From an optimization exercise on the open Yosys and OpenROAD flow, aimed at small area, a short achievable clock period and few clock cycles; shortcuts taken in it are not production practice. Function was not checked in any run shown here: the RTL went through the layout flow alone.

`design/flow/config.mk`:
```
export PLATFORM = sky130hd
export DESIGN_NAME = is_prime
export DESIGN_NICKNAME = is_prime
export VERILOG_FILES = /design/flow/design.v
export SDC_FILE = /design/flow/constraint.sdc
export NUM_CORES = 4
export LEC_CHECK = 0
export ABC_CLOCK_PERIOD_IN_PS = 2500
export CAP_MARGIN = 20
export CORE_MARGIN = 2
export CORE_UTILIZATION = 40
export SETUP_SLACK_MARGIN = 2.0
export SLEW_MARGIN = 20
```
`design/flow/constraint.sdc`:
```
create_clock -name core_clock -period 5.0 [get_ports {clk}]
set_input_delay 1.0000 -clock core_clock [delete_from_list [all_inputs] [get_ports {clk}]]
set_output_delay 1.0000 -clock core_clock [all_outputs]
set_load 0.01 [all_outputs]
```
`design/flow/design.v`:
```
module mont_step #(
    parameter K = 2,
    parameter W = 34
) (
    input  [W-1:0] s,
    input  [W-1:0] c,
    input  [K-1:0] a,
    input  [32:0]  b,
    input  [31:0]  n,
    output [W-1:0] s_o,
    output [W-1:0] c_o
);
    wire [W-1:0] ss [0:K];
    wire [W-1:0] cc [0:K];
    assign ss[0] = s;
    assign cc[0] = c;
    genvar k;
    generate
        for (k = 0; k < K; k = k + 1) begin : g_it
            wire [W-1:0] pp = a[k] ? {{(W-33){1'b0}}, b} : {W{1'b0}};
            wire         q  = ss[k][0] ^ cc[k][0] ^ pp[0];
            wire [W-1:0] qn = q ? {{(W-32){1'b0}}, n} : {W{1'b0}};
            wire [W-1:0] s1 = ss[k] ^ cc[k] ^ pp;
            wire [W:0]   c1 = {(ss[k] & cc[k]) | (ss[k] & pp) | (cc[k] & pp), 1'b0};
            wire [W:0]   s1x = {1'b0, s1};
            wire [W:0]   qnx = {1'b0, qn};
            wire [W:0]   s2 = s1x ^ c1 ^ qnx;
            wire [W:0]   c2 = (s1x & c1) | (s1x & qnx) | (c1 & qnx);
            assign ss[k+1] = s2[W:1];
            assign cc[k+1] = c2[W-1:0];
        end
    endgenerate
    assign s_o = ss[K];
    assign c_o = cc[K];
endmodule
`timescale 1ns / 1ps
module is_prime
#(
    parameter WIDTH = 32
) (
    input clk,
    input rst_n,
    input valid_i,
    output ready_i,
    input [WIDTH-1:0] number,
    output reg result,
    output valid_o,
    input ready_o
);
    localparam K  = 2;           
    localparam NC = 17;          
    localparam M  = K * NC;      
    localparam W  = 34;          
    localparam S_IDLE  = 0,
               S_CLASS = 1,
               S_SETUP = 2,      
               S_EXP   = 3,      
               S_MUL   = 4,      
               S_CONV  = 5,      
               S_DBL   = 6,      
               S_CHK   = 7,      
               S_DONE  = 8;
    localparam NS = 9;
    localparam [1:0] OP_SQR  = 2'd0,     
                     OP_SQRC = 2'd1,     
                     OP_MULA = 2'd2,     
                     OP_CHK  = 2'd3;     
    reg [NS-1:0] st;
    reg [1:0]   op;
    reg [31:0]  n;
    reg [32:0]  x;           
    reg [32:0]  ar;          
    reg [W-1:0] sr, cr;      
    reg [K-1:0] ab;          
    reg [5:0]   cnt;
    reg [4:0]   e;           
    reg [4:0]   spos;        
    reg [1:0]   base;        
    reg [1:0]   r3;
    reg [2:0]   r5, r7;
    reg [3:0]   r11, r13;
    reg [4:0]   r17, r19, r23;
    assign ready_i = st[S_IDLE];
    assign valid_o = st[S_DONE];
    wire nbit = n[e];
    wire at_s = (e == spos);
    wire any_zero = (r3 == 0) | (r5 == 0) | (r7 == 0) | (r11 == 0) |
                    (r13 == 0) | (r17 == 0) | (r19 == 0) | (r23 == 0);
    wire small_n = (n[31:9] == 0);
    reg  small_prime;
    always @(*) begin
        case (n[4:0])
            5'd3, 5'd5, 5'd7, 5'd11, 5'd13, 5'd17, 5'd19, 5'd23: small_prime = (n[31:5] == 0);
            default: small_prime = 1'b0;
        endcase
    end
    wire [32:0]  bop   = op[1] ? ar : x;
    wire [K-1:0] abits = (cnt == 0) ? x[K-1:0] : ab;
    wire [W-1:0] s_nx, c_nx;
    mont_step #(.K(K), .W(W)) u_step (
        .s(sr), .c(cr), .a(abits), .b(bop), .n(n), .s_o(s_nx), .c_o(c_nx)
    );
    wire [K*NC+K-1:0] xz = {{(K*NC+K-33){1'b0}}, x};
    wire [K-1:0] ab_nx = xz[K * cnt[4:0] + K +: K];
    wire        conv = st[S_CONV];
    wire [34:0] ca   = {1'b0, sr} | (conv ? 35'd0 : {1'b0, x, 1'b0});
    wire [34:0] cb   = {1'b0, cr} | (conv ? 35'd0 : {2'b11, ~n, 1'b1});
    wire [34:0] sum  = ca + cb + {34'd0, ~conv};
    wire [32:0] dsel = sum[34] ? {x[31:0], 1'b0} : sum[32:0];
    wire [32:0] y    = sum[32:0];
    wire chk_pass = (ar == {1'b0, n[31:1], 1'b0}) | (at_s & (ar == 33'd1));
    reg [NS-1:0] st_n;
    reg [1:0] op_n;
    reg [4:0] e_n;
    reg [1:0] base_n;
    reg [5:0] cnt_n;
    reg       res_n;
    reg       setup_start;     
    task advance;
        begin
            st_n[S_MUL] = 1'b1;
            cnt_n = 0;
            if (at_s) op_n = OP_CHK;
            else begin op_n = OP_SQR; e_n = e - 1; end
        end
    endtask
    always @(*) begin
        st_n = {NS{1'b0}}; op_n = op; e_n = e; base_n = base; cnt_n = cnt + 1;
        res_n = result; setup_start = 1'b0;
        if (st[S_IDLE]) begin
            if (valid_i) st_n[S_CLASS] = 1'b1;
            else st_n[S_IDLE] = 1'b1;
        end
        if (st[S_CLASS]) begin
            if (!n[0] || n[31:1] == 0) begin
                res_n = (n == 32'd2);
                st_n[S_DONE] = 1'b1;
            end else begin
                base_n = 2'd0;
                setup_start = 1'b1;
            end
        end
        if (st[S_SETUP]) begin
            e_n = e - 1;
            if (cnt == 32 && base == 0 && (small_n || any_zero)) begin
                res_n = !any_zero | small_prime;
                st_n[S_DONE] = 1'b1;
            end else if (cnt == M - 1) begin
                e_n = 5'd31;
                st_n[S_EXP] = 1'b1;
            end else
                st_n[S_SETUP] = 1'b1;
        end
        if (st[S_EXP]) begin
            if (!nbit) begin
                e_n = e - 1;
                st_n[S_EXP] = 1'b1;
            end else
                advance;
        end
        if (st[S_DBL])
            advance;
        if (st[S_MUL]) begin
            if (cnt == NC - 1) st_n[S_CONV] = 1'b1;
            else st_n[S_MUL] = 1'b1;
        end
        if (st[S_CONV]) begin
            cnt_n = 0;
            case (op)
                OP_SQR: begin
                    if (nbit) begin
                        if (base == 0) st_n[S_DBL] = 1'b1;
                        else begin op_n = OP_MULA; st_n[S_MUL] = 1'b1; end
                    end else advance;
                end
                OP_MULA: advance;
                OP_SQRC: begin op_n = OP_CHK; st_n[S_MUL] = 1'b1; end
                default: st_n[S_CHK] = 1'b1;
            endcase
        end
        if (st[S_CHK]) begin
            cnt_n = 0;
            if (chk_pass) begin
                if (base == 2) begin
                    res_n = 1'b1;
                    st_n[S_DONE] = 1'b1;
                end else begin
                    base_n = base + 1;
                    setup_start = 1'b1;
                end
            end else if (e == 1) begin
                res_n = 1'b0;
                st_n[S_DONE] = 1'b1;
            end else begin
                op_n = OP_SQRC;
                e_n  = e - 1;
                st_n[S_MUL] = 1'b1;
            end
        end
        if (st[S_DONE]) begin
            if (ready_o) st_n[S_IDLE] = 1'b1;
            else st_n[S_DONE] = 1'b1;
        end
        if (setup_start) begin
            st_n[S_SETUP] = 1'b1;
            cnt_n = 0;
            e_n   = 5'd31;
        end
    end
    always @(posedge clk, negedge rst_n) begin
        if (!rst_n) begin
            st     <= {{(NS-1){1'b0}}, 1'b1};
            result <= 1'b0;
        end else begin
            st     <= st_n;
            result <= res_n;
        end
    end
    always @(posedge clk) begin
        op   <= op_n;
        e    <= e_n;
        base <= base_n;
        cnt  <= cnt_n;
        if (st[S_IDLE] && valid_i)
            n <= number;
        sr <= st[S_MUL] ? s_nx : {W{1'b0}};
        cr <= st[S_MUL] ? c_nx : {W{1'b0}};
        ab <= ab_nx;
        if (setup_start)
            x <= st[S_CLASS] ? 33'd2 : (base == 0) ? 33'd7 : 33'd61;
        else if (st[S_SETUP] || st[S_DBL])
            x <= dsel;
        else if (st[S_CONV] && op != OP_CHK)
            x <= y;
        if (st[S_SETUP] && cnt == M - 1)
            ar <= dsel;
        else if (st[S_CONV] && op == OP_CHK)
            ar <= y;
        else if (st_n[S_MUL] && op_n == OP_CHK)
            ar <= 33'd1;
        if (st[S_SETUP] && !cnt[5] && nbit && e != 0)
            spos <= e;
        if (setup_start) begin
            r3 <= 0; r5 <= 0; r7 <= 0; r11 <= 0; r13 <= 0; r17 <= 0; r19 <= 0; r23 <= 0;
        end else begin
            r3  <= rmod3 ({r3,  nbit});
            r5  <= rmod5 ({r5,  nbit});
            r7  <= rmod7 ({r7,  nbit});
            r11 <= rmod11({r11, nbit});
            r13 <= rmod13({r13, nbit});
            r17 <= rmod17({r17, nbit});
            r19 <= rmod19({r19, nbit});
            r23 <= rmod23({r23, nbit});
        end
    end
    function [1:0] rmod3(input [2:0] t);  rmod3  = (t >= 3)  ? t - 3  : t; endfunction
    function [2:0] rmod5(input [3:0] t);  rmod5  = (t >= 5)  ? t - 5  : t; endfunction
    function [2:0] rmod7(input [3:0] t);  rmod7  = (t >= 7)  ? t - 7  : t; endfunction
    function [3:0] rmod11(input [4:0] t); rmod11 = (t >= 11) ? t - 11 : t; endfunction
    function [3:0] rmod13(input [4:0] t); rmod13 = (t >= 13) ? t - 13 : t; endfunction
    function [4:0] rmod17(input [5:0] t); rmod17 = (t >= 17) ? t - 17 : t; endfunction
    function [4:0] rmod19(input [5:0] t); rmod19 = (t >= 19) ? t - 19 : t; endfunction
    function [4:0] rmod23(input [5:0] t); rmod23 = (t >= 23) ? t - 23 : t; endfunction
endmodule
```
`design/flow/run.sh`:
```
#!/bin/bash
# synth_recipe.tcl (not shown) runs the flow's synth.tcl, then flattens the netlist and writes it again
# the make line also repeats each setting of config.mk as NAME=value (left out here)
make -C /OpenROAD-flow-scripts/flow DESIGN_CONFIG=/design/flow/config.mk WORK_HOME=/design/flow/orfs CLKGATE_MAP_FILE= SYNTH_SCRIPT=/design/flow/synth_recipe.tcl finish
```
==> results of run 1 <==
## cell type report
| class | count | area (um2) | area share |
|---|---|---|---|
| multi-input combinational | 1223 | 11700 | 0.525 |
| sequential | 229 | 5690 | 0.254 |
| timing repair buffer | 206 | 2620 | 0.117 |
| clock buffer | 41 | 853 | 0.0382 |
| inverter | 179 | 688 | 0.0308 |
| tap | 532 | 666 | 0.0298 |
| clock inverter | 11 | 81.3 | 0.00364 |
| timing repair inverter | 2 | 25.0 | 0.00112 |
| antenna | 1 | 2.50 | 0.000112 |
## state kept, by name, summed over array words and instances, names as in the netlist, 6 cells and up
| register | flops |
|---|---|
| cr | 34 |
| sr | 34 |
| ar | 33 |
| x | 33 |
| n | 32 |
| st | 9 |
| cnt | 6 |
## kinds of logic (layout without fill, tap and decap cells)
family / count (synthesis) / count (layout) / synth area share
AND/OR/NAND/NOR: 531 / 532 / 0.160
XOR/XNOR: 77 / 77 / 0.0403
buffers and inverters: 265 / 439 / 0.0621
multiplexers: 79 / 79 / 0.0594
flip-flops: 229 / 229 / 0.339
adder cells (fa/ha/maj): 190 / 190 / 0.201
AO/OA/AOI/OAI: 344 / 345 / 0.139
other: 0 / 1 / 0
## placed cells by master, fill, tap and decap left out, drive strengths merged, types with 13 or more instances in the layout
| cell type | n |
|---|---|
| a211oi | 13 |
| a21o | 45 |
| a21oi | 77 |
| and2 | 73 |
| and3 | 14 |
| buf | 166 |
| clkbuf | 43 |
| clkdlybuf4s50 | 38 |
| dfxtp | 116 |
| edfxtp | 103 |
| fa | 131 |
| ha | 59 |
| inv | 177 |
| mux2i | 61 |
| mux4 | 16 |
| nand2 | 85 |
| nand3 | 68 |
| nand4 | 21 |
| nor2 | 146 |
| nor2b | 39 |
| nor3 | 19 |
| nor4 | 20 |
| o211ai | 15 |
| o21a | 16 |
| o21ai | 53 |
| o21bai | 30 |
| o31ai | 22 |
| xnor2 | 62 |
| xor2 | 15 |
## timing repair
action | 4_1_cts | 5_1_grt
resized for setup | 246 | 154
pin swaps | 69 | 94
setup buffers | 96 | 23
cloned | 22 | 2
hold buffers | 0 | 0
setup endpoints to repair | 242 | 239
## path summary, 6_finish.rpt
kind / startpoint / end / slack [ns] / depth (start not counted)
max: cnt[1]$_SDFF_PP0_ / sr[6]$_SDFF_PN0_ / 0.98 / 15
min: st[0]$_DFF_PN1_ / st[0]$_DFF_PN1_ / 0.48 / 2
max reg2reg: cnt[1]$_SDFF_PP0_ / sr[6]$_SDFF_PN0_ / 0.98 / 15
min reg2reg: st[0]$_DFF_PN1_ / st[0]$_DFF_PN1_ / 0.48 / 2
max in group asynchronous: rst_n / st[5]$_DFF_PN0_ / 3.85 / 1
min in group asynchronous: rst_n / result$_DFF_PN0_ / 0.78 / 1
## metrics by stage
stage                     hold WS (ns)  area, um2
final                            0.479      22400
after global routing             0.506      22400
after CTS                        0.484      21400
after detailed placement         0.474      18100
after global placement           0.463      18100
after floorplan                  0.406      17300
## worst max-delay path, delay by kind of cell (launching register included)
family,cells,cell delay [ns]
multiplexers,1,0.36
buffers and inverters,3,0.43
adder cells (fa/ha/maj),5,2.19
AND/OR/NAND/NOR,6,0.61
flip-flops,1,0.32
## routing by layer
metal	GRT usage	wire, um	vias up
li1	-	-	6260
met1	0.323	22200	7020
met2	0.399	25000	595
met3	0.0418	4420	151
met4	0.0914	2160	0
met5	0	0	-
==> impl_metrics.py, run 1 <==
metrics = {
    "final_layout": {
        "post-route-util": 0.544,
        "nFillCells": 3494,
        "fin_nets": 2096,
        "syn2layout_area_growth_pct": 33.6,
        "instances_no_fill": 2424,
        "layout-drive-gt1-share": 0.293,
    },
    "placed_design": {
        "hpwlAfterDp_mm": 33.6,
        "io_buffers": 38,
        "dp_cells": 2228,
        "place_ws_ns": 0.555,
        "gp_congestion": 0.856,
    },
    "critical_path": {
        "cpMostUsedCell": "fa_2",
        "cp_cell_sequence": "inv_2, ha_4, nand2_4, nor3_4, mux2i_4, nor2_4, fa_2, nand2_2, fa_1, fa_2, buf_12, clkbuf_16, nor2b_4, fa_2, and2_1",
        "cpPeakStageDelay_ns": 0.59,
        "crit_fanout": 5,
        "crit_arrival_ns": 4.50,
        "end_kind": "register",
        "worstSetupStartpointType": "register",
        "cp.required_ns": 5.47,
        "cpMaxStageDelayCell": "fa_2",
        "crit_type": "reg -> reg",
    },
    "floorplanning": {
        "die_area_um2": 43500,
        "core-area_um2": 41100,
        "dieHeight_um": 209,
        "io_pins": 39,
        "die_x_um": 209,
        "start_util": 0.407,
        "core.rowCount": 74,
    },
    "synthesis": {
        "async_flop_share": 0.0437,
        "synth_seq_area_share": 0.339,
        "mappedNetlistArea_um2": 16700,
        "yosys.area.top_type": "edfxtp_1",
        "ys.flop_type": "dfxtp_1",
        "synth_most_common_cell": "inv_1",
        "synth_top_area_frac": 0.185,
        "syn_nets": 1941,
        "synth_commonest_cells": "178 x inv_1, 146 x nor2_1, 131 x fa_1, 116 x dfxtp_1, 103 x edfxtp_1",
        "synth_edf_count": 103,
        "yosysWarnings": 2,
        "yosys.cell_types.count": 74,
        "post_synth.cell_area_avg_um2": 9.76,
        "ys_seq_elements": 229,
        "synth.area.top_cells": "edfxtp_1 18%, fa_1 16%, dfxtp_1 14%",
        "synthCells": 1715,
    },
    "cts": {
        "clk_latency_ns": 0.58,
        "path_clk_slew_ns": 0.06,
        "root_buffer": "clkbuf_16",
        "cts_tree": "done",
        "clock-sinks": 229,
        "h-tree-depth": 1,
        "clk_path_buf_depth": 3,
        "cts_buffers": 29,
    },
    "sta": {
        "min_period_over_period": 0.805,
        "min_period_ns": 4.02,
        "rsz0062_at_grt": "yes",
        "setup_viol": 0,
        "worst_slack_ns": 0.976,
        "finalClockSkew_ns": 0.0332,
        "worst_pin_slew_ns": 1.17,
        "finalHoldViolCount": 0,
        "slew_viol_final": 0,
        "relSlewSlack": 0.218,
        "tns_ns": 0,
        "fmax_mhz": 249,
    },
    "routing": {
        "drt-wirelength-per-cell_um": 22.2,
        "vias": 14000,
        "first_pass_iters": 5,
        "drt_wl_total_mm": 53.8,
        "drtIter0Drc": 1137,
        "ant_nets": 0,
        "drc": 0,
        "vias_per_cell": 5.79,
    },
    "min_path": {
        "min_path_type": "reg -> reg",
    },
    "grt": {
        "grt_usage": 0.243,
        "antenna_found_initial": 1,
        "grt_pass1_vias": 14000,
        "gr-total-overflow": 0,
        "grt_start_max_net_pins": 71,
        "grt_pass1_wl_mm": 82.3,
    },
    "status": {
        "outcome": "no timing/DRC/antenna violations",
    },
    "flow_run": {
        "drv_cap": 0,
    },
}
==> run 2: changes to the inputs <==
--- a/design/flow/design.v
+++ b/design/flow/design.v
@@ -49,4 +49,4 @@
 );
-    localparam K  = 2;           
-    localparam NC = 17;          
+    localparam K  = 4;           
+    localparam NC = 9;           
     localparam M  = K * NC;      
@@ -103,3 +103,3 @@
     wire [K*NC+K-1:0] xz = {{(K*NC+K-33){1'b0}}, x};
-    wire [K-1:0] ab_nx = xz[K * cnt[4:0] + K +: K];
+    wire [K-1:0] ab_nx = xz[K * cnt + K +: K];
     wire        conv = st[S_CONV];
==> run 2 against run 1 <==
Against the previous run: now fails the layout checks on setup timing; die area grew 20%; flip-flop and latch count grew 2; global-route usage shrank 1.4 points; final cell count grew 22%; sequential share of layout area shrank 3.6 points; utilization shrank 2.1 points; critical path depth grew 7; setup slack lost 2.3 ns; clock-buffer cell count shrank 3; maximum frequency shrank 37%; critical path type unchanged; largest cell class unchanged; highest routed layer unchanged.
==> impl_metrics.py, run 2 <==
metrics = {
    "synthesis": {
        "synth_commonest_cells": "261 x fa_1, 207 x inv_1, 166 x nand2_1, 139 x nor2_1, 118 x dfxtp_1",
        "mappedNetlistArea_um2": 20200,
        "yosys.cell_types.count": 79,
        "synthCells": 1990,
        "synth_most_common_cell": "fa_1",
        "async_flop_share": 0.0433,
        "synth_edf_count": 103,
        "yosysWarnings": 2,
        "synth.area.top_cells": "fa_1 26%, edfxtp_1 15%, dfxtp_1 12%",
        "synth_top_area_frac": 0.258,
        "ys_seq_elements": 231,
        "ys.flop_type": "dfxtp_1",
        "yosys.area.top_type": "fa_1",
        "post_synth.cell_area_avg_um2": 10.2,
        "synth_seq_area_share": 0.282,
        "syn_nets": 2351,
    },
    "sta": {
        "rsz0062_at_grt": "yes",
        "finalClockSkew_ns": 0.0173,
        "tns_ns": -80.99,
        "min_period_over_period": 1.27,
        "slew_viol_final": 0,
        "min_period_ns": 6.37,
        "worst_slack_ns": -1.37,
        "fmax_mhz": 157,
        "finalHoldViolCount": 0,
        "setup_viol": 66,
        "worst_pin_slew_ns": 0.983,
        "relSlewSlack": 0.336,
    },
    "critical_path": {
        "end_kind": "register",
        "crit_buf_inv": 6,
        "cp.required_ns": 5.47,
        "crit_arrival_ns": 6.84,
        "worstSetupStartpointType": "register",
        "cpMostUsedCell": "fa_1",
        "crit_fanout": 14,
        "crit_type": "reg -> reg",
        "cp_top_family": "adder cells",
        "cpMaxStageDelayCell": "fa_2",
        "cp_cell_sequence": "or3_4, nand2b_4, mux2i_4, inv_2, nand2_2, fa_2, buf_6, nand2b_4, fa_1, fa_1, inv_2, fa_1, inv_1, fa_1, nand2b_4, fa_1, fa_2, buf_6, buf_12, nor2b_1, fa_1, and2_1",
        "cpPeakStageDelay_ns": 0.61,
    },
    "floorplanning": {
        "die_x_um": 229,
        "dieHeight_um": 229,
        "start_util": 0.404,
        "core.rowCount": 82,
        "core-area_um2": 50100,
        "io_pins": 39,
        "die_area_um2": 52400,
    },
    "routing": {
        "first_pass_iters": 5,
        "drtIter0Drc": 1465,
        "drc": 0,
        "drt-wirelength-per-cell_um": 20.5,
        "vias_per_cell": 5.36,
        "vias": 15900,
        "ant_nets": 0,
        "drt_wl_total_mm": 60.5,
    },
    "cts": {
        "cts_tree": "done",
        "cts_hold_buf": 0,
        "clock-sinks": 231,
        "cts_buffers": 30,
        "root_buffer": "clkbuf_16",
        "clk_path_buf_depth": 3,
        "h-tree-depth": 1,
        "path_clk_slew_ns": 0.06,
        "clk_latency_ns": 0.58,
    },
    "placed_design": {
        "io_buffers": 38,
        "hpwlAfterDp_mm": 43.0,
        "gp_congestion": 0.923,
    },
    "min_path": {
        "min_path_type": "reg -> reg",
    },
    "grt": {
        "grt_pass1_vias": 16600,
        "grt_usage": 0.230,
        "gr-total-overflow": 0,
        "antenna_found_initial": 1,
        "grt_start_max_net_pins": 70,
        "grt_pass1_wl_mm": 93.9,
    },
    "status": {
        "so_faults": "setup timing",
        "outcome": "failed layout checks",
    },
    "flow_run": {
        "drv_cap": 0,
    },
    "final_layout": {
        "syn2layout_area_growth_pct": 29.5,
        "post-route-util": 0.523,
        "antennaDiodeCount": 0,
        "fin_nets": 2621,
        "layout_common_cells": "228 x fa_1, 203 x buf_4, 199 x inv_1",
        "top_regs": "cr: 34 flops, sr: 34 flops",
        "final_common_cell": "fa_1",
        "layout-drive-gt1-share": 0.257,
    },
}
==> run 2: changes by cell type in the layout (fill, tap and decap cells not counted), sizes merged, moves of 21 or more <==
cell,previous run,this run
fa,131,261
nor2b,39,71
a21oi,77,56
nand3,68,28
xnor2,62,35
mux2,2,35
inv,177,208
nand2b,10,100
nand2,85,166
xor2,15,50
buf,166,276
==> run 2: kinds of logic after synthesis <==
kind of cell,Yosys count,share of synthesized area
and+or+nand+nor,675,0.170
adders and majority gates,325,0.298
AOI/OAI and AO/OA,287,0.0958
buffers and inverters,287,0.0540
DFF,231,0.282
muxes,100,0.0630
xor gates and xnor gates,85,0.0372
==> run 2: stage by stage <==
stage	std cells	cell area [um2]	worst slack, ns	hold WS [ns]
global placement	2801	22800	-1.26	0.459
detailed placement	2801	22800	-1.38	0.473
CTS	2912	25200	-1.37	0.481
global route	2956	26200	-1.50	0.518
finish	2956	26200	-1.37	0.496
floorplan	1990	20500	-1.67	0.406
==> run 2: routing by layer <==
layer	wire length (um)	share of wire	global-route usage	vias up
li1	-	-	-	7155
met1	25200	0.42	0.306	8027
met2	29000	0.48	0.385	552
met3	4270	0.071	0.0357	121
met4	2090	0.035	0.0739	0
met5	0	0	0	-
==> run 2: worst reg2reg max path: cells and delay by family, from the launching register on <==
family                   cells  cell delay [ns]
buffers and inverters        6             0.58
flip-flops                   1             0.32
AND/OR/NAND/NOR              7             1.16
adder cells (fa/ha/maj)      8             3.99
multiplexers                 1             0.22
==> run 2: cell type report <==
class	instances	area [um2]
clock buffer	38	853
sequential	231	5720
fill	4465	23900
tap	672	841
multi-input combinational	1472	14500
clock inverter	18	175
inverter	208	791
timing repair buffer	317	3280
==> run 2: worst paths after layout <==
path                                    from                 to  slack (ns)  cells after the start
max                        cnt[3]$_SDFF_PP0_  sr[19]$_SDFF_PN0_       -1.37                     22
min                         r5[1]$_SDFF_PN0_   r5[2]$_SDFF_PN0_        0.50                      2
max reg2reg                cnt[3]$_SDFF_PP0_  sr[19]$_SDFF_PN0_       -1.37                     22
min reg2reg                 r5[1]$_SDFF_PN0_   r5[2]$_SDFF_PN0_        0.50                      2
max in group asynchronous              rst_n    st[4]$_DFF_PN0_        3.77                      1
min in group asynchronous              rst_n    st[7]$_DFF_PN0_        0.80                      1
==> run 2: timing repair <==
item	CTS	global route
pin swaps	81	60
endpoints found under the setup margin	251	251
gates cloned	15	3
setup buffers	40	41
resized for setup	179	129
==> run 3: changes to the inputs <==
--- a/design/flow/design.v
+++ b/design/flow/design.v
@@ -49,4 +49,4 @@
 );
-    localparam K  = 4;           
-    localparam NC = 9;           
+    localparam K  = 2;           
+    localparam NC = 17;          
     localparam M  = K * NC;      
@@ -74,2 +74,3 @@
     reg [K-1:0] ab;          
+    reg         first;       
     reg [5:0]   cnt;
@@ -97,3 +98,3 @@
     wire [32:0]  bop   = op[1] ? ar : x;
-    wire [K-1:0] abits = (cnt == 0) ? x[K-1:0] : ab;
+    wire [K-1:0] abits = first ? x[K-1:0] : ab;
     wire [W-1:0] s_nx, c_nx;
@@ -228,2 +229,3 @@
         ab <= ab_nx;
+        first <= !st[S_MUL];
         if (setup_start)
--- a/design/flow/config.mk
+++ b/design/flow/config.mk
@@ -7,3 +7,2 @@
 export LEC_CHECK = 0
-export ABC_CLOCK_PERIOD_IN_PS = 2500
 export CAP_MARGIN = 20
@@ -11,3 +10,2 @@
 export CORE_UTILIZATION = 40
-export SETUP_SLACK_MARGIN = 2.0
 export SLEW_MARGIN = 20
==> run 3 against run 2 <==
Against the previous run: now clean on timing, DRC and antenna; non-clock buffer count decreased by 245; hold slack got worse by 0.013 ns; clock skew increased by 0.019 ns; routed wire length decreased by 23%; first-iteration DRC count decreased by 35%; final cell count decreased by 22%; critical endpoint is now ar[30]$_DFFE_PP_.
==> impl_metrics.py, run 3 <==
metrics = {
    "status": {
        "outcome": "no timing/DRC/antenna violations",
    },
    "sta": {
        "rsz0062_at_grt": "no",
        "tns_ns": 0,
        "finalClockSkew_ns": 0.0366,
        "fmax_mhz": 209,
        "worst_pin_slew_ns": 1.08,
        "finalHoldViolCount": 0,
        "relSlewSlack": 0.282,
        "min_period_ns": 4.78,
        "setup_viol": 0,
        "min_period_over_period": 0.955,
        "slew_viol_final": 0,
    },
    "cts": {
        "clk_path_buf_depth": 3,
        "cts_buffers": 30,
        "path_clk_slew_ns": 0.06,
        "cts_hold_buf": 0,
        "cts_tree": "done",
        "root_buffer": "clkbuf_16",
        "postCtsSetupRepairBufs": 0,
        "clock-sinks": 230,
        "cts_resized": 0,
        "clk_latency_ns": 0.59,
        "h-tree-depth": 1,
    },
    "synthesis": {
        "synthCells": 1712,
        "post_synth.cell_area_avg_um2": 9.82,
        "ys.flop_type": "dfxtp_1",
        "yosys.area.top_type": "edfxtp_1",
        "synth_top_area_frac": 0.184,
        "synth_seq_area_share": 0.338,
        "synth.area.top_cells": "edfxtp_1 18%, fa_1 16%, dfxtp_1 14%",
        "synth_most_common_cell": "inv_1",
        "async_flop_share": 0.0435,
        "ys_seq_elements": 230,
        "yosysWarnings": 2,
        "syn_nets": 1938,
        "yosys.cell_types.count": 75,
        "mappedNetlistArea_um2": 16800,
        "synth_commonest_cells": "168 x inv_1, 167 x nor2_1, 131 x fa_1, 117 x dfxtp_1, 103 x edfxtp_1",
        "synth_edf_count": 103,
    },
    "placed_design": {
        "placed_area_um2": 17800,
        "gp_congestion": 0.909,
        "dp_cells": 2244,
        "io_buffers": 38,
        "hpwlAfterDp_mm": 34.6,
    },
    "final_layout": {
        "layout_common_cells": "168 x inv_1, 166 x nor2_1, 131 x fa_1",
        "fin_nets": 1963,
        "nFillCells": 3954,
        "final_cell_area_um2": 18800,
        "layout-drive-gt1-share": 0.0852,
        "final_common_cell": "inv_1",
        "instances_no_fill": 2300,
        "top_regs": "cr: 34 flops, sr: 34 flops",
        "syn2layout_area_growth_pct": 12.0,
        "antennaDiodeCount": 0,
    },
    "floorplanning": {
        "die_x_um": 209,
        "io_pins": 39,
        "dieHeight_um": 209,
        "core.rowCount": 75,
        "core-area_um2": 41800,
        "die_area_um2": 43700,
        "start_util": 0.403,
    },
    "grt": {
        "antenna_found_initial": 0,
        "grt_pass1_vias": 13200,
        "grt.met3_usage": 0.0364,
        "grtUsageMet1": 0.299,
        "busiest_layer": "met2",
        "grt_use_met2": 0.347,
        "grt_pass1_wl_mm": 74.7,
        "grt_start_max_net_pins": 70,
        "gr-total-overflow": 0,
        "grt_usage": 0.218,
    },
    "critical_path": {
        "cpMaxStageDelayCell": "nor3_2",
        "end_kind": "register",
        "crit_buf_inv": 2,
        "r2r_start": "st[5]$_DFF_PN0_",
        "worstReg2RegEnd": "ar[30]$_DFFE_PP_",
        "cp_top_family": "compound AO/OA/AOI/OAI gates",
        "worstSetupStartpointType": "register",
        "crit_arrival_ns": 5.09,
        "cp_cell_sequence": "inv_2, fa_1, fa_1, a211oi_1, o21ai_1, nand4_1, a41o_1, a211o_1, o211a_1, nor3_2, nor3_4, buf_4, mux2_2",
        "cpPeakStageDelay_ns": 0.80,
        "crit_fanout": 24,
        "cp.required_ns": 5.31,
        "r2r_cells": 13,
        "cpMostUsedCell": "fa_1",
        "crit_type": "reg -> reg",
        "r2r_slack_ns": 0.22,
    },
    "flow_run": {
        "drv_cap": 0,
    },
    "min_path": {
        "hold_depth": 2,
        "min_from": "st[0]$_DFF_PN1_",
        "min_path_type": "reg -> reg",
        "hold_path_end": "st[0]$_DFF_PN1_",
    },
    "routing": {
        "drt_wl_total_mm": 46.6,
        "vias_per_cell": 5.62,
        "first_pass_iters": 5,
        "vias": 12900,
        "drc": 0,
        "drtIter0Drc": 950,
        "ant_nets": 0,
        "drt-wirelength-per-cell_um": 20.3,
    },
}
## run 3: cells by family after synthesis
group                      share of synthesized area
DFF                                            0.338
xor gates and xnor gates                      0.0380
AOI/OAI and AO/OA                              0.134
and+or+nand+nor                                0.164
buffers and inverters                         0.0576
adders and majority gates                      0.200
muxes                                         0.0689
## run 3: per-stage QoR
stage	utilization	hold WS (ns)	setup WS, ns
2_1_floorplan	-	0.403	0.765
3_3_place_gp	0.427	0.453	0.414
3_5_place_dp	0.427	0.483	0.285
4_1_cts	0.451	0.491	0.288
5_1_grt	0.451	0.513	0.00848
6_report	0.451	0.483	0.224
## run 3: worst max-delay path by stage
stage,startpoint,endpoint,slack (ns),depth (start not counted)
floorplan,st[5]$_DFF_PN0_,ar[11]$_DFFE_PP_,0.76,15
global placement,st[5]$_DFF_PN0_,ar[20]$_DFFE_PP_,0.41,13
detailed placement,st[5]$_DFF_PN0_,ar[22]$_DFFE_PP_,0.29,13
CTS,st[5]$_DFF_PN0_,ar[30]$_DFFE_PP_,0.29,13
global route,st[5]$_DFF_PN0_,x[3]$_DFFE_PP_,0.008,12
finish,st[5]$_DFF_PN0_,ar[30]$_DFFE_PP_,0.22,13
## run 3: layer usage
metal	wire length (um)	up-vias
met5	0	-
met1	20200	6422
met3	3660	97
li1	-	5944
met2	21200	472
met4	1610	0
## run 3: tightest hold or removal path: stages (launching register included)
cell and delay (ns):
dfstp_2 0.37, inv_1 0.04, o21ai_0 0.06
## run 3: area by class of cell
class	count	area, um2	area share
multi-input cells	1233	10200	0.543
flip-flops and latches	230	5690	0.302
clock buffers	38	812	0.0431
well taps	539	674	0.0358
inverters	170	638	0.0339
repair buffers	72	636	0.0337
clock inverters	18	168	0.00890
==> run 4: changes to the inputs <==
--- a/design/flow/config.mk
+++ b/design/flow/config.mk
@@ -7,2 +7,3 @@
 export LEC_CHECK = 0
+export ABC_CLOCK_PERIOD_IN_PS = 2000
 export CAP_MARGIN = 20
@@ -10,2 +11,3 @@
 export CORE_UTILIZATION = 40
+export SETUP_SLACK_MARGIN = 2.5
 export SLEW_MARGIN = 20
==> run 4 against run 3 <==
Against the previous run: still clean on timing, DRC and antenna; die area did not move; synthesized cell count unchanged; critical path depth up 5; synthesized area unchanged; global-route usage grew 3.3 points; critical path type unchanged.
==> impl_metrics.py, run 4 <==
metrics = {
    "sta": {
        "fmax_mhz": 254,
        "min_period_ns": 3.94,
        "min_period_over_period": 0.789,
        "worst_pin_slew_ns": 1.17,
        "slew_viol_final": 0,
        "tns_ns": 0,
        "relSlewSlack": 0.215,
        "finalClockSkew_ns": 0.0184,
        "finalHoldViolCount": 0,
        "rsz0062_at_grt": "yes",
        "worst_slack_ns": 1.06,
        "setup_viol": 0,
    },
    "synthesis": {
        "mappedNetlistArea_um2": 16800,
        "yosysWarnings": 2,
        "post_synth.cell_area_avg_um2": 9.82,
        "synth_edf_count": 103,
        "synth_commonest_cells": "168 x inv_1, 167 x nor2_1, 131 x fa_1, 117 x dfxtp_1, 103 x edfxtp_1",
        "synth_most_common_cell": "inv_1",
        "ys_seq_elements": 230,
        "yosys.area.top_type": "edfxtp_1",
        "yosys.area_share.simple": 0.164,
        "ys.flop_type": "dfxtp_1",
        "yosys.area_share.adder": 0.200,
        "synth_top_family_by_area": "adder cells",
        "synth_seq_area_share": 0.338,
        "synth_mux_area_frac": 0.0689,
        "syn_nets": 1938,
        "yosys.area_share.xor_xnor": 0.0380,
        "synth_compound_area_frac": 0.134,
        "synthCells": 1712,
        "yosys.cell_types.count": 75,
        "synth_top_area_frac": 0.184,
        "synth.area.top_cells": "edfxtp_1 18%, fa_1 16%, dfxtp_1 14%",
        "async_flop_share": 0.0435,
    },
    "critical_path": {
        "r2r_slack_ns": 1.06,
        "crit_arrival_ns": 4.29,
        "worstReg2RegEnd": "x[19]$_SDFFCE_PN0P_",
        "r2r_start": "x[0]$_DFFE_PP_",
        "end_kind": "register",
        "worstSetupStartpointType": "register",
        "cpPeakStageDelay_ns": 0.48,
        "r2r_cells": 18,
        "crit_fanout": 8,
        "cp.required_ns": 5.34,
        "cp_cell_sequence": "buf_6, buf_4, a21o_1, fa_2, a211oi_4, o21ai_4, nand4_1, a41o_2, a211o_4, o211ai_1, buf_4, a211oi_4, buf_6, buf_6, buf_12, buf_16, nor3_2, o21a_1",
        "cpMaxStageDelayCell": "edfxtp_1",
        "crit_type": "reg -> reg",
        "cpMostUsedCell": "buf_6",
    },
    "grt": {
        "grt_usage": 0.251,
        "grt_pass1_wl_mm": 84.8,
        "grt_start_max_net_pins": 69,
        "gr-total-overflow": 0,
        "grt_pass1_vias": 14400,
        "antenna_found_initial": 0,
    },
    "final_layout": {
        "antennaDiodeCount": 0,
        "final_common_cell": "nor2_1",
        "top_regs": "cr: 34 flops, sr: 34 flops",
        "layout-drive-gt1-share": 0.342,
        "nFillCells": 3398,
        "instances_no_fill": 2517,
        "fin_nets": 2180,
        "post-route-util": 0.559,
        "syn2layout_area_growth_pct": 39.0,
        "layout_common_cells": "148 x nor2_1, 142 x inv_1, 112 x dfxtp_1",
    },
    "placed_design": {
        "gp_congestion": 0.921,
        "hpwlAfterDp_mm": 33.8,
        "io_buffers": 38,
        "place_ws_ns": 0.520,
        "dp_cells": 2241,
    },
    "routing": {
        "ant_nets": 0,
        "first_pass_iters": 6,
        "drt-wirelength-per-cell_um": 22.6,
        "drt_wl_total_mm": 57.0,
        "vias": 14400,
        "vias_per_cell": 5.73,
        "drc": 0,
        "drtIter0Drc": 1449,
    },
    "cts": {
        "path_clk_slew_ns": 0.06,
        "clk_path_buf_depth": 3,
        "root_buffer": "clkbuf_16",
        "clk_latency_ns": 0.59,
        "h-tree-depth": 1,
        "cts_hold_buf": 0,
        "cts_buffers": 30,
        "cts_tree": "done",
        "clock-sinks": 230,
    },
    "floorplanning": {
        "io_pins": 39,
        "start_util": 0.403,
        "core-area_um2": 41800,
        "die_area_um2": 43700,
        "die_x_um": 209,
        "dieHeight_um": 209,
        "core.rowCount": 75,
    },
    "flow_run": {
        "drv_cap": 0,
    },
    "min_path": {
        "min_from": "st[0]$_DFF_PN1_",
        "hold_path_end": "st[0]$_DFF_PN1_",
        "hold_depth": 2,
        "min_path_type": "reg -> reg",
    },
    "status": {
        "outcome": "no timing/DRC/antenna violations",
    },
}
run 4: cell counts after synthesis:
Identical to the previous run, type by type.
run 4: cell type report:
type / instances / area (um2) / area share
clock inverter: 15 / 105 / 0.00450
inverter: 170 / 662 / 0.0283
tap: 539 / 674 / 0.0289
timing repair inverter: 2 / 22.5 / 0.000964
sequential: 230 / 5700 / 0.244
clock buffer: 41 / 876 / 0.0375
multi-input combinational: 1239 / 12100 / 0.518
timing repair buffer: 281 / 3220 / 0.138
run 4: logic make-up (layout without fill, tap and decap cells):
group,count (synthesis),count (layout)
and+or+nand+nor,547,549
AOI/OAI and AO/OA,335,339
buffers and inverters,249,509
DFF,230,230
adders and majority gates,190,190
muxes,88,88
xor gates and xnor gates,73,73
run 4: critical path: cells and delay by family (launching register included):
kind            cells  cell delay, ns
compound gates      8            1.65
buf+inv             7            0.95
flops               1            0.48
fa+ha+maj           1            0.43
simple gates        2            0.17
run 4: metal layers:
layer | global-route usage | vias up | part of all wire
li1 | - | 6398 | -
met2 | 0.411 | 728 | 0.47
met3 | 0.0445 | 194 | 0.090
met1 | 0.328 | 7111 | 0.39
met5 | 0 | - | 0
met4 | 0.103 | 0 | 0.048
run 4: metrics by stage:
step	hold WS (ns)	area, um2
finish	0.492	23400
detailed placement	0.476	18300
floorplan	0.403	17500
CTS	0.486	21900
global route	0.498	23400
global placement	0.462	18300
run 4: timing repair:
action                                  CTS  global route
pin swaps                               110           137
buffers inserted                        115            79
resized for setup                       319           226
endpoints found under the setup margin  258           256
cloned                                   25             1
run 4: how the worst max path moves through the flow:
| stage | start | end | slack (ns) | depth (start not counted) |
|---|---|---|---|---|
| after floorplan | x[0]$_DFFE_PP_ | sr[22]$_SDFF_PN0_ | 1.26 | 12 |
| after global placement | st[5]$_DFF_PN0_ | ar[2]$_DFFE_PP_ | 0.60 | 13 |
| after detailed placement | st[5]$_DFF_PN0_ | ar[20]$_DFFE_PP_ | 0.52 | 13 |
| after CTS | st[5]$_DFF_PN0_ | ar[3]$_DFFE_PP_ | 1.07 | 15 |
| after global routing | st[5]$_DFF_PN0_ | x[4]$_DFFE_PP_ | 0.97 | 18 |
| final | x[0]$_DFFE_PP_ | x[19]$_SDFFCE_PN0P_ | 1.06 | 18 |
==> run 5: changes to the inputs <==
--- a/design/flow/config.mk
+++ b/design/flow/config.mk
@@ -7,3 +7,3 @@
 export LEC_CHECK = 0
-export ABC_CLOCK_PERIOD_IN_PS = 2000
+export ABC_CLOCK_PERIOD_IN_PS = 3000
 export CAP_MARGIN = 20
@@ -11,3 +11,3 @@
 export CORE_UTILIZATION = 40
-export SETUP_SLACK_MARGIN = 2.5
+export SETUP_SLACK_MARGIN = 1.7
 export SLEW_MARGIN = 20
==> run 5 against run 4 <==
Against the previous run: sequential share of layout area grew 1.7 points; synthesized cell count stayed put; die area unchanged; largest cell class unchanged; maximum frequency grew 2.5%; still clean on timing, DRC and antenna; non-clock buffer count is 88 lower; clock skew is 0.0076 ns lower; critical path depth decreased by 5; critical endpoint is now sr[8]$_SDFF_PN0_; critical path type unchanged; synthesized area unchanged; final area shrank 6.7%.
==> impl_metrics.py, run 5 <==
metrics = {
    "min_path": {
        "min_path_type": "reg -> reg",
        "hold_depth": 2,
    },
    "floorplanning": {
        "die_x_um": 209,
        "die_area_um2": 43700,
        "dieHeight_um": 209,
        "io_pins": 39,
        "core-area_um2": 41800,
        "core.rowCount": 75,
        "start_util": 0.403,
    },
    "routing": {
        "first_pass_iters": 5,
        "drc": 0,
        "drt_wl_total_mm": 53.5,
        "drt-wirelength-per-cell_um": 22.0,
        "vias": 13900,
        "drtIter0Drc": 1265,
        "vias_per_cell": 5.72,
        "ant_nets": 0,
    },
    "synthesis": {
        "synth.area.top_cells": "edfxtp_1 18%, fa_1 16%, dfxtp_1 14%",
        "synth_top_area_frac": 0.184,
        "yosys.cell_types.count": 75,
        "ys_seq_elements": 230,
        "synth_edf_count": 103,
        "synth_seq_area_share": 0.338,
        "syn_nets": 1938,
        "post_synth.cell_area_avg_um2": 9.82,
        "ys.flop_type": "dfxtp_1",
        "yosysWarnings": 2,
        "mappedNetlistArea_um2": 16800,
        "synthCells": 1712,
        "yosys.area.top_type": "edfxtp_1",
        "synth_commonest_cells": "168 x inv_1, 167 x nor2_1, 131 x fa_1, 117 x dfxtp_1, 103 x edfxtp_1",
        "synth_most_common_cell": "inv_1",
        "async_flop_share": 0.0435,
    },
    "final_layout": {
        "layout-drive-gt1-share": 0.250,
        "syn2layout_area_growth_pct": 29.7,
        "layout_common_cells": "166 x inv_1, 157 x nor2_1, 112 x dfxtp_1",
        "instances_no_fill": 2432,
        "antennaDiodeCount": 0,
        "regArea_um2": 5700,
        "top_regs": "cr: 34 flops, sr: 34 flops",
        "final_cell_area_um2": 21800,
        "multi_input_area_um2": 11500,
        "final_common_cell": "inv_1",
        "fin_nets": 2095,
        "nFillCells": 3642,
    },
    "grt": {
        "antenna_found_initial": 0,
        "grt_start_max_net_pins": 69,
        "grt_usage": 0.237,
        "grt_pass1_vias": 13800,
        "grt_pass1_wl_mm": 80.2,
        "gr-total-overflow": 0,
    },
    "status": {
        "outcome": "no timing/DRC/antenna violations",
    },
    "cts": {
        "h-tree-depth": 1,
        "cts_hold_buf": 0,
        "path_clk_slew_ns": 0.06,
        "cts_buffers": 30,
        "root_buffer": "clkbuf_16",
        "cts_tree": "done",
        "clk_path_buf_depth": 3,
        "clock-sinks": 230,
        "clk_latency_ns": 0.58,
    },
    "sta": {
        "setup_viol": 0,
        "relSlewSlack": 0.231,
        "tns_ns": 0,
        "worst_pin_slew_ns": 1.15,
        "min_period_over_period": 0.769,
        "finalHoldViolCount": 0,
        "fmax_mhz": 260,
        "finalClockSkew_ns": 0.0108,
        "rsz0062_at_grt": "yes",
        "min_period_ns": 3.85,
        "slew_viol_final": 0,
    },
    "critical_path": {
        "end_kind": "register",
        "r2r_cells": 13,
        "crit_fanout": 5,
        "crit_buf_inv": 4,
        "cpPeakStageDelay_ns": 0.56,
        "crit_type": "reg -> reg",
        "cp_top_family": "adder cells",
        "crit_arrival_ns": 4.32,
        "cpMaxStageDelayCell": "fa_1",
        "cp_num_cells": 13,
        "cp.required_ns": 5.48,
        "cp_cell_sequence": "mux2i_4, nor2_2, fa_1, buf_6, nand2_4, fa_1, fa_1, buf_6, buf_12, buf_16, nor2b_4, fa_2, and2_4",
        "cpMostUsedCell": "fa_1",
        "worstSetupStartpointType": "register",
    },
    "placed_design": {
        "gp_congestion": 0.925,
        "hpwlAfterDp_mm": 33.7,
        "dp_cells": 2244,
        "placed_area_um2": 18100,
        "io_buffers": 38,
    },
    "flow_run": {
        "drv_cap": 0,
    },
}
run 5: cell counts after synthesis:
Identical to the previous run, type by type.
run 5: worst min-delay path, cell delays in order (launching register included):
cell	delay [ns]
dfstp_2	0.37
inv_1	0.04
o21ai_0	0.07
run 5: metrics by stage:
stage / setup WS [ns] / util / hold slack [ns]
final: 1.15 / 0.522 / 0.495
after floorplan: 1.26 / - / 0.403
after global routing: 1.05 / 0.522 / 0.528
after detailed placement: 0.569 / 0.433 / 0.465
after global placement: 0.674 / 0.433 / 0.455
after CTS: 1.20 / 0.499 / 0.474
run 5: area by class of cell:
class | count | share of cell area
inverters | 170 | 0.0302
clock inverters | 15 | 0.00723
well taps | 539 | 0.0309
clock buffers | 41 | 0.0391
multi-input cells | 1242 | 0.527
flip-flops and latches | 230 | 0.261
repair buffers | 193 | 0.104
repair inverters | 2 | 0.000574
run 5: logic make-up after synthesis:
logic type               Yosys count  share of synthesized area
multiplexers                      88                     0.0689
AND/OR/NAND/NOR                  547                      0.164
XOR/XNOR                          73                     0.0380
flip-flops                       230                      0.338
adder cells (fa/ha/maj)          190                      0.200
buffers and inverters            249                     0.0576
AO/OA/AOI/OAI                    335                      0.134
run 5: repair_timing:
action                                  4_1_cts  5_1_grt
cloned                                       19        8
buffers inserted                             66       39
resized for setup                           234      123
endpoints found under the setup margin      240      231
pin swaps                                    54       67
run 5: path summary, 6_finish.rpt:
| check | startpoint | end | slack, ns |
|---|---|---|---|
| max reg2reg | x[0]$_DFFE_PP_ | sr[8]$_SDFF_PN0_ | 1.15 |
| max | x[0]$_DFFE_PP_ | sr[8]$_SDFF_PN0_ | 1.15 |
| min | st[0]$_DFF_PN1_ | st[0]$_DFF_PN1_ | 0.49 |
| max in group asynchronous | rst_n | st[5]$_DFF_PN0_ | 3.89 |
| min reg2reg | st[0]$_DFF_PN1_ | st[0]$_DFF_PN1_ | 0.49 |
| min in group asynchronous | rst_n | st[4]$_DFF_PN0_ | 0.75 |
run 5: metal layers:
metal / track usage / wire length (um) / vias to the layer above
met3: 0.0377 / 4340 / 149
met4: 0.102 / 2420 / 0
met1: 0.321 / 22200 / 6931
li1: - / - / 6255
met5: 0 / 0 / -
met2: 0.378 / 24500 / 580
==> run 6: changes to the inputs <==
--- a/design/flow/design.v
+++ b/design/flow/design.v
@@ -1,3 +1,2 @@
 module mont_step #(
-    parameter K = 2,
     parameter W = 34
@@ -6,3 +5,3 @@
     input  [W-1:0] c,
-    input  [K-1:0] a,
+    input  [1:0]   a,
     input  [32:0]  b,
@@ -12,24 +11,25 @@
 );
-    wire [W-1:0] ss [0:K];
-    wire [W-1:0] cc [0:K];
-    assign ss[0] = s;
-    assign cc[0] = c;
-    genvar k;
-    generate
-        for (k = 0; k < K; k = k + 1) begin : g_it
-            wire [W-1:0] pp = a[k] ? {{(W-33){1'b0}}, b} : {W{1'b0}};
-            wire         q  = ss[k][0] ^ cc[k][0] ^ pp[0];
-            wire [W-1:0] qn = q ? {{(W-32){1'b0}}, n} : {W{1'b0}};
-            wire [W-1:0] s1 = ss[k] ^ cc[k] ^ pp;
-            wire [W:0]   c1 = {(ss[k] & cc[k]) | (ss[k] & pp) | (cc[k] & pp), 1'b0};
-            wire [W:0]   s1x = {1'b0, s1};
-            wire [W:0]   qnx = {1'b0, qn};
-            wire [W:0]   s2 = s1x ^ c1 ^ qnx;
-            wire [W:0]   c2 = (s1x & c1) | (s1x & qnx) | (c1 & qnx);
-            assign ss[k+1] = s2[W:1];
-            assign cc[k+1] = c2[W-1:0];
-        end
-    endgenerate
-    assign s_o = ss[K];
-    assign c_o = cc[K];
+    wire [W-1:0] p0 = a[0] ? {{(W-33){1'b0}}, b} : {W{1'b0}};
+    wire [W-1:0] p1 = a[1] ? {{(W-33){1'b0}}, b} : {W{1'b0}};
+    wire q0 = s[0] ^ c[0] ^ p0[0];
+    wire m0 = (s[0] & c[0]) | (s[0] & p0[0]) | (c[0] & p0[0]);
+    wire q1 = s[1] ^ c[1] ^ p0[1] ^ p1[0] ^ m0 ^ (q0 & ~n[1]);
+    wire [W-1:0] n0 = q0 ? {{(W-32){1'b0}}, n} : {W{1'b0}};
+    wire [W-1:0] n1 = q1 ? {{(W-32){1'b0}}, n} : {W{1'b0}};
+    wire [W-1:0] u1 = s ^ c ^ p0;
+    wire [W:0]   v1 = {(s & c) | (s & p0) | (c & p0), 1'b0};
+    wire [W:0]   u1x = {1'b0, u1};
+    wire [W:0]   n0x = {1'b0, n0};
+    wire [W:0]   u2 = u1x ^ v1 ^ n0x;
+    wire [W:0]   v2 = (u1x & v1) | (u1x & n0x) | (v1 & n0x);
+    wire [W-1:0] ts = u2[W:1];
+    wire [W-1:0] tc = v2[W-1:0];
+    wire [W-1:0] u3 = ts ^ tc ^ p1;
+    wire [W:0]   v3 = {(ts & tc) | (ts & p1) | (tc & p1), 1'b0};
+    wire [W:0]   u3x = {1'b0, u3};
+    wire [W:0]   n1x = {1'b0, n1};
+    wire [W:0]   u4 = u3x ^ v3 ^ n1x;
+    wire [W:0]   v4 = (u3x & v3) | (u3x & n1x) | (v3 & n1x);
+    assign s_o = u4[W:1];
+    assign c_o = v4[W-1:0];
 endmodule
@@ -61,7 +61,7 @@
                S_CHK   = 7,      
-               S_DONE  = 8;
-    localparam NS = 9;
+               S_DONE  = 8,
+               S_HORN  = 9;      
+    localparam NS = 10;
     localparam [1:0] OP_SQR  = 2'd0,     
                      OP_SQRC = 2'd1,     
-                     OP_MULA = 2'd2,     
                      OP_CHK  = 2'd3;     
@@ -70,3 +70,3 @@
     reg [31:0]  n;
-    reg [32:0]  x;           
+    reg [33:0]  x;           
     reg [32:0]  ar;          
@@ -74,3 +74,2 @@
     reg [K-1:0] ab;          
-    reg         first;       
     reg [5:0]   cnt;
@@ -97,15 +96,44 @@
     end
-    wire [32:0]  bop   = op[1] ? ar : x;
-    wire [K-1:0] abits = first ? x[K-1:0] : ab;
+    wire [32:0]  bop   = op[1] ? ar : x[32:0];
+    wire         mul   = st[S_MUL];
+    wire [K-1:0] abits = mul ? ab : {K{1'b0}};
+    wire [W-1:0] s_in  = mul ? sr : {W{1'b0}};
+    wire [W-1:0] c_in  = mul ? cr : {W{1'b0}};
     wire [W-1:0] s_nx, c_nx;
-    mont_step #(.K(K), .W(W)) u_step (
-        .s(sr), .c(cr), .a(abits), .b(bop), .n(n), .s_o(s_nx), .c_o(c_nx)
+    mont_step #(.W(W)) u_step (
+        .s(s_in), .c(c_in), .a(abits), .b(bop), .n(n), .s_o(s_nx), .c_o(c_nx)
     );
-    wire [K*NC+K-1:0] xz = {{(K*NC+K-33){1'b0}}, x};
+    wire [K*NC+K-1:0] xz = {{(K*NC+K-33){1'b0}}, x[32:0]};
     wire [K-1:0] ab_nx = xz[K * cnt + K +: K];
+    localparam [1:0] H_DBL = 2'd0, H_ADD = 2'd1, H_RED = 2'd2;
+    reg [1:0] hop;
+    reg       hlast;
+    always @(*) begin
+        hop = H_DBL; hlast = 1'b0;
+        if (base == 1) begin           
+            case (cnt[3:0])
+                4'd1, 4'd4: hop = H_ADD;
+                4'd2, 4'd5: hop = H_RED;
+                default:    hop = H_DBL;
+            endcase
+            hlast = (cnt[3:0] == 4'd5);
+        end else begin                 
+            case (cnt[3:0])
+                4'd1, 4'd4, 4'd7, 4'd11: hop = H_ADD;
+                4'd2, 4'd5, 4'd8, 4'd12: hop = H_RED;
+                default:                 hop = H_DBL;
+            endcase
+            hlast = (cnt[3:0] == 4'd12);
+        end
+    end
+    wire do_dbl = st[S_SETUP] | st[S_DBL] | (st[S_HORN] & (hop == H_DBL));
+    wire do_add = st[S_HORN] & (hop == H_ADD);
+    wire do_red = st[S_HORN] & (hop == H_RED);
     wire        conv = st[S_CONV];
-    wire [34:0] ca   = {1'b0, sr} | (conv ? 35'd0 : {1'b0, x, 1'b0});
-    wire [34:0] cb   = {1'b0, cr} | (conv ? 35'd0 : {2'b11, ~n, 1'b1});
-    wire [34:0] sum  = ca + cb + {34'd0, ~conv};
-    wire [32:0] dsel = sum[34] ? {x[31:0], 1'b0} : sum[32:0];
+    wire [34:0] ca   = {1'b0, sr} | (do_dbl ? {1'b0, x[32:0], 1'b0} : 35'd0)
+                                  | (do_add | do_red ? {1'b0, x} : 35'd0);
+    wire [34:0] cb   = {1'b0, cr} | (do_dbl | do_red ? {2'b11, ~n, 1'b1} : 35'd0)
+                                  | (do_add ? {2'b00, ar} : 35'd0);
+    wire [34:0] sum  = ca + cb + {34'd0, do_dbl | do_red};
+    wire        neg  = sum[34];
     wire [32:0] y    = sum[32:0];
@@ -163,2 +191,6 @@
             advance;
+        if (st[S_HORN]) begin
+            if (hlast) advance;
+            else st_n[S_HORN] = 1'b1;
+        end
         if (st[S_MUL]) begin
@@ -173,6 +205,5 @@
                         if (base == 0) st_n[S_DBL] = 1'b1;
-                        else begin op_n = OP_MULA; st_n[S_MUL] = 1'b1; end
+                        else begin cnt_n = 0; st_n[S_HORN] = 1'b1; end
                     end else advance;
                 end
-                OP_MULA: advance;
                 OP_SQRC: begin op_n = OP_CHK; st_n[S_MUL] = 1'b1; end
@@ -210,2 +241,12 @@
     end
+    reg [33:0] x_nx;
+    always @(*) begin
+        x_nx = x;
+        if (setup_start)
+            x_nx = st[S_CLASS] ? 34'd2 : (base == 0) ? 34'd7 : 34'd61;
+        else if (do_dbl)
+            x_nx = neg ? {x[32:0], 1'b0} : sum[33:0];
+        else if ((do_red && !neg) || do_add || (st[S_CONV] && op != OP_CHK))
+            x_nx = sum[33:0];
+    end
     always @(posedge clk, negedge rst_n) begin
@@ -226,18 +267,10 @@
             n <= number;
-        sr <= st[S_MUL] ? s_nx : {W{1'b0}};
-        cr <= st[S_MUL] ? c_nx : {W{1'b0}};
-        ab <= ab_nx;
-        first <= !st[S_MUL];
-        if (setup_start)
-            x <= st[S_CLASS] ? 33'd2 : (base == 0) ? 33'd7 : 33'd61;
-        else if (st[S_SETUP] || st[S_DBL])
-            x <= dsel;
-        else if (st[S_CONV] && op != OP_CHK)
-            x <= y;
-        if (st[S_SETUP] && cnt == M - 1)
-            ar <= dsel;
-        else if (st[S_CONV] && op == OP_CHK)
+        sr <= s_nx;
+        cr <= c_nx;
+        ab <= (st_n[S_MUL] && !mul) ? x_nx[K-1:0] : ab_nx;
+        x  <= x_nx;
+        if (st_n[S_MUL] && op_n == OP_CHK)
+            ar <= 33'd1;
+        else if (st[S_CONV])
             ar <= y;
-        else if (st_n[S_MUL] && op_n == OP_CHK)
-            ar <= 33'd1;
         if (st[S_SETUP] && !cnt[5] && nbit && e != 0)
==> run 6 against run 5 <==
Against the previous run: via count increased by 1.3%; synthesized area decreased by 0.78%; routed wire length rose by 1.8%; clock-buffer cell count is 5 lower; synthesized cell count up 2.1%; final area down 0.22%; non-clock buffer count decreased by 8; clock skew about the same; register-to-register slack worse by 0.67 ns; setup slack worse by 0.67 ns.
==> impl_metrics.py, run 6 <==
metrics = {
    "critical_path": {
        "crit_type": "reg -> reg",
        "cp_top_family": "compound AO/OA/AOI/OAI gates",
        "end_kind": "register",
        "worstSetupStartpointType": "register",
        "cpPeakStageDelay_ns": 0.41,
        "crit_buf_inv": 6,
        "crit_arrival_ns": 4.97,
        "crit_fanout": 13,
        "cp_cell_sequence": "inv_4, ha_4, mux2i_4, a2bb2oi_4, nor3b_4, buf_12, or2_4, a221o_1, ha_1, and4_1, nand4_1, buf_4, nor4_4, buf_4, o31ai_4, buf_6, buf_6, a31o_4, o221ai_2, o211a_1, o31ai_2",
        "r2r_slack_ns": 0.48,
        "worstReg2RegEnd": "ab[1]$_DFF_P_",
        "cpMaxStageDelayCell": "ha_1",
        "r2r_start": "cnt[1]$_SDFF_PP0_",
        "cp.required_ns": 5.45,
        "r2r_cells": 21,
    },
    "final_layout": {
        "layout-drive-gt1-share": 0.269,
        "antennaDiodeCount": 0,
        "final_common_cell": "nor2_1",
        "fin_nets": 2118,
        "syn2layout_area_growth_pct": 30.4,
        "layout_common_cells": "182 x nor2_1, 144 x dfxtp_1, 132 x inv_1",
        "final_cell_area_um2": 21800,
        "nFillCells": 3595,
        "top_regs": "cr: 34 flops, sr: 34 flops, x: 34 flops",
    },
    "sta": {
        "relSlewSlack": 0.543,
        "min_period_over_period": 0.903,
        "rsz0062_at_grt": "yes",
        "tns_ns": 0,
        "finalClockSkew_ns": 0.0108,
        "finalHoldViolCount": 0,
        "min_period_ns": 4.52,
        "fmax_mhz": 221,
        "setup_viol": 0,
        "slew_viol_final": 0,
        "worst_pin_slew_ns": 0.680,
    },
    "routing": {
        "drc": 0,
        "drt-wirelength-per-cell_um": 22.2,
        "ant_nets": 0,
        "first_pass_iters": 5,
        "vias": 14100,
        "drtIter0Drc": 1084,
        "vias_per_cell": 5.76,
        "drt_wl_total_mm": 54.4,
    },
    "status": {
        "outcome": "no timing/DRC/antenna violations",
    },
    "placed_design": {
        "hpwlAfterDp_mm": 35.9,
        "io_buffers": 38,
        "gp_congestion": 0.950,
        "placed_area_um2": 18200,
    },
    "synthesis": {
        "ys_seq_elements": 233,
        "synth_most_common_cell": "nor2_1",
        "mappedNetlistArea_um2": 16700,
        "post_synth.cell_area_avg_um2": 9.54,
        "syn_nets": 1975,
        "synth_commonest_cells": "188 x nor2_1, 157 x inv_1, 153 x dfxtp_1, 131 x fa_1, 114 x a21oi_1",
        "synth_edf_count": 69,
        "synth_top_area_frac": 0.184,
        "yosysWarnings": 1,
        "synth.area.top_cells": "dfxtp_1 18%, fa_1 16%, edfxtp_1 12%",
        "synthCells": 1748,
        "synth_seq_area_share": 0.324,
        "async_flop_share": 0.0472,
        "yosys.cell_types.count": 87,
        "yosys.area.top_type": "dfxtp_1",
        "ys.flop_type": "dfxtp_1",
    },
    "min_path": {
        "min_path_type": "reg -> reg",
        "min_from": "r5[2]$_SDFF_PP0_",
        "hold_depth": 2,
        "hold_path_end": "r5[2]$_SDFF_PP0_",
    },
    "cts": {
        "clock-sinks": 233,
        "cts_buffers": 30,
        "clk_path_buf_depth": 3,
        "cts_hold_buf": 0,
        "path_clk_slew_ns": 0.06,
        "root_buffer": "clkbuf_16",
        "cts_tree": "done",
        "h-tree-depth": 1,
        "clk_latency_ns": 0.58,
    },
    "grt": {
        "antenna_found_initial": 0,
        "grt_usage": 0.246,
        "grt_start_max_net_pins": 40,
        "gr-total-overflow": 0,
        "grt_pass1_wl_mm": 83.4,
        "grt_pass1_vias": 14500,
    },
    "floorplanning": {
        "start_util": 0.407,
        "core-area_um2": 41000,
        "dieHeight_um": 208,
        "core.rowCount": 74,
        "die_area_um2": 43300,
        "io_pins": 39,
        "die_x_um": 208,
    },
    "flow_run": {
        "drv_cap": 0,
    },
}
[run 6: cell type report]
class | instances | area (um2) | area share
inverters | 158 | 606 | 0.0278
flip-flops and latches | 233 | 5440 | 0.250
clock buffers | 36 | 805 | 0.0370
well taps | 532 | 666 | 0.0306
multi-input cells | 1283 | 12100 | 0.554
repair buffers | 185 | 1880 | 0.0865
clock inverters | 20 | 305 | 0.0140
[run 6: worst register-to-register path: stages, from the launching register on]
cell and delay (ns):
dfxtp_2 0.36, inv_4 0.06, ha_4 0.18, mux2i_4 0.18, a2bb2oi_4 0.20, nor3b_4 0.07, buf_12 0.13, or2_4 0.34
a221o_1 0.39, ha_1 0.41, and4_1 0.29, nand4_1 0.09, buf_4 0.19, nor4_4 0.30, buf_4 0.17, o31ai_4 0.09
buf_6 0.17, buf_6 0.12, a31o_4 0.21, o221ai_2 0.17, o211a_1 0.21, o31ai_2 0.07
[run 6: per-layer routing]
metal	global-route usage	vias up	share of wire
li1	-	6347	-
met1	0.314	7038	0.41
met2	0.414	558	0.47
met3	0.0436	159	0.073
met4	0.0980	0	0.051
met5	0	-	0
[run 6: how the worst max path moves through the flow]
stage,from,endpoint,cells after the start
CTS,cnt[1]$_SDFF_PP0_,x[29]$_SDFFCE_PP0P_,19
global route,cnt[1]$_SDFF_PP0_,ab[1]$_DFF_P_,21
floorplan,cnt[0]$_SDFF_PP0_,ab[0]$_DFF_P_,21
detailed placement,cnt[1]$_SDFF_PP0_,ab[0]$_DFF_P_,19
finish,cnt[1]$_SDFF_PP0_,ab[1]$_DFF_P_,21
global placement,cnt[3]$_SDFF_PP0_,x[29]$_SDFFCE_PP0P_,16
[run 6: logic make-up after synthesis]
kind of cell | count (synthesis) | share of synthesized area
buf+inv | 235 | 0.0542
flops | 233 | 0.324
xor+xnor | 87 | 0.0457
fa+ha+maj | 191 | 0.202
mux | 94 | 0.0665
simple gates | 551 | 0.165
compound gates | 357 | 0.142
[run 6: repair_timing]
action	CTS	global route
endpoints found under the setup margin	207	201
setup buffers	71	33
gates resized for setup	230	114
pin swaps	134	75
cloned	5	3
[run 6: per-stage QoR]
stage	hold slack, ns	cells	util	worst slack (ns)
after floorplan	0.403	1748	-	0.191
after global placement	0.458	2279	0.443	0.229
after detailed placement	0.469	2279	0.443	0.145
after CTS	0.479	2411	0.511	0.572
after global routing	0.528	2447	0.530	0.386
final	0.477	2447	0.530	0.483

==> afterwards: timing with drivers on the ports <==
In the flow no input, the clock included, has a driving cell. The finished layouts below were timed again as built, in two steps. Step 1 assumes that a clkbuf_16 drives the clock port and a buf_2 every other input. Step 2, shift: input delay + t, output delay - t, t = (earliest + latest rising clock arrival at the registers) / 2. This alone moves slack from input paths to output paths. a / b / c = ideal / step 1 / step 2; a / b = the first two.
run	t (ns)	setup slack, ns	worst setup path after step 2
run 1	0.623	0.976 / 0.976 / 0.976	register to register
run 2	0.639	-1.371 / -1.371 / -1.371	register to register
run 3	0.631	0.224 / 0.224 / 0.224	register to register
run 4	0.640	1.057 / 1.057 / 1.057	register to register
run 5	0.633	1.153 / 1.154 / 1.154	register to register
run 6	0.637	0.483 / 0.483 / 0.483	register to register
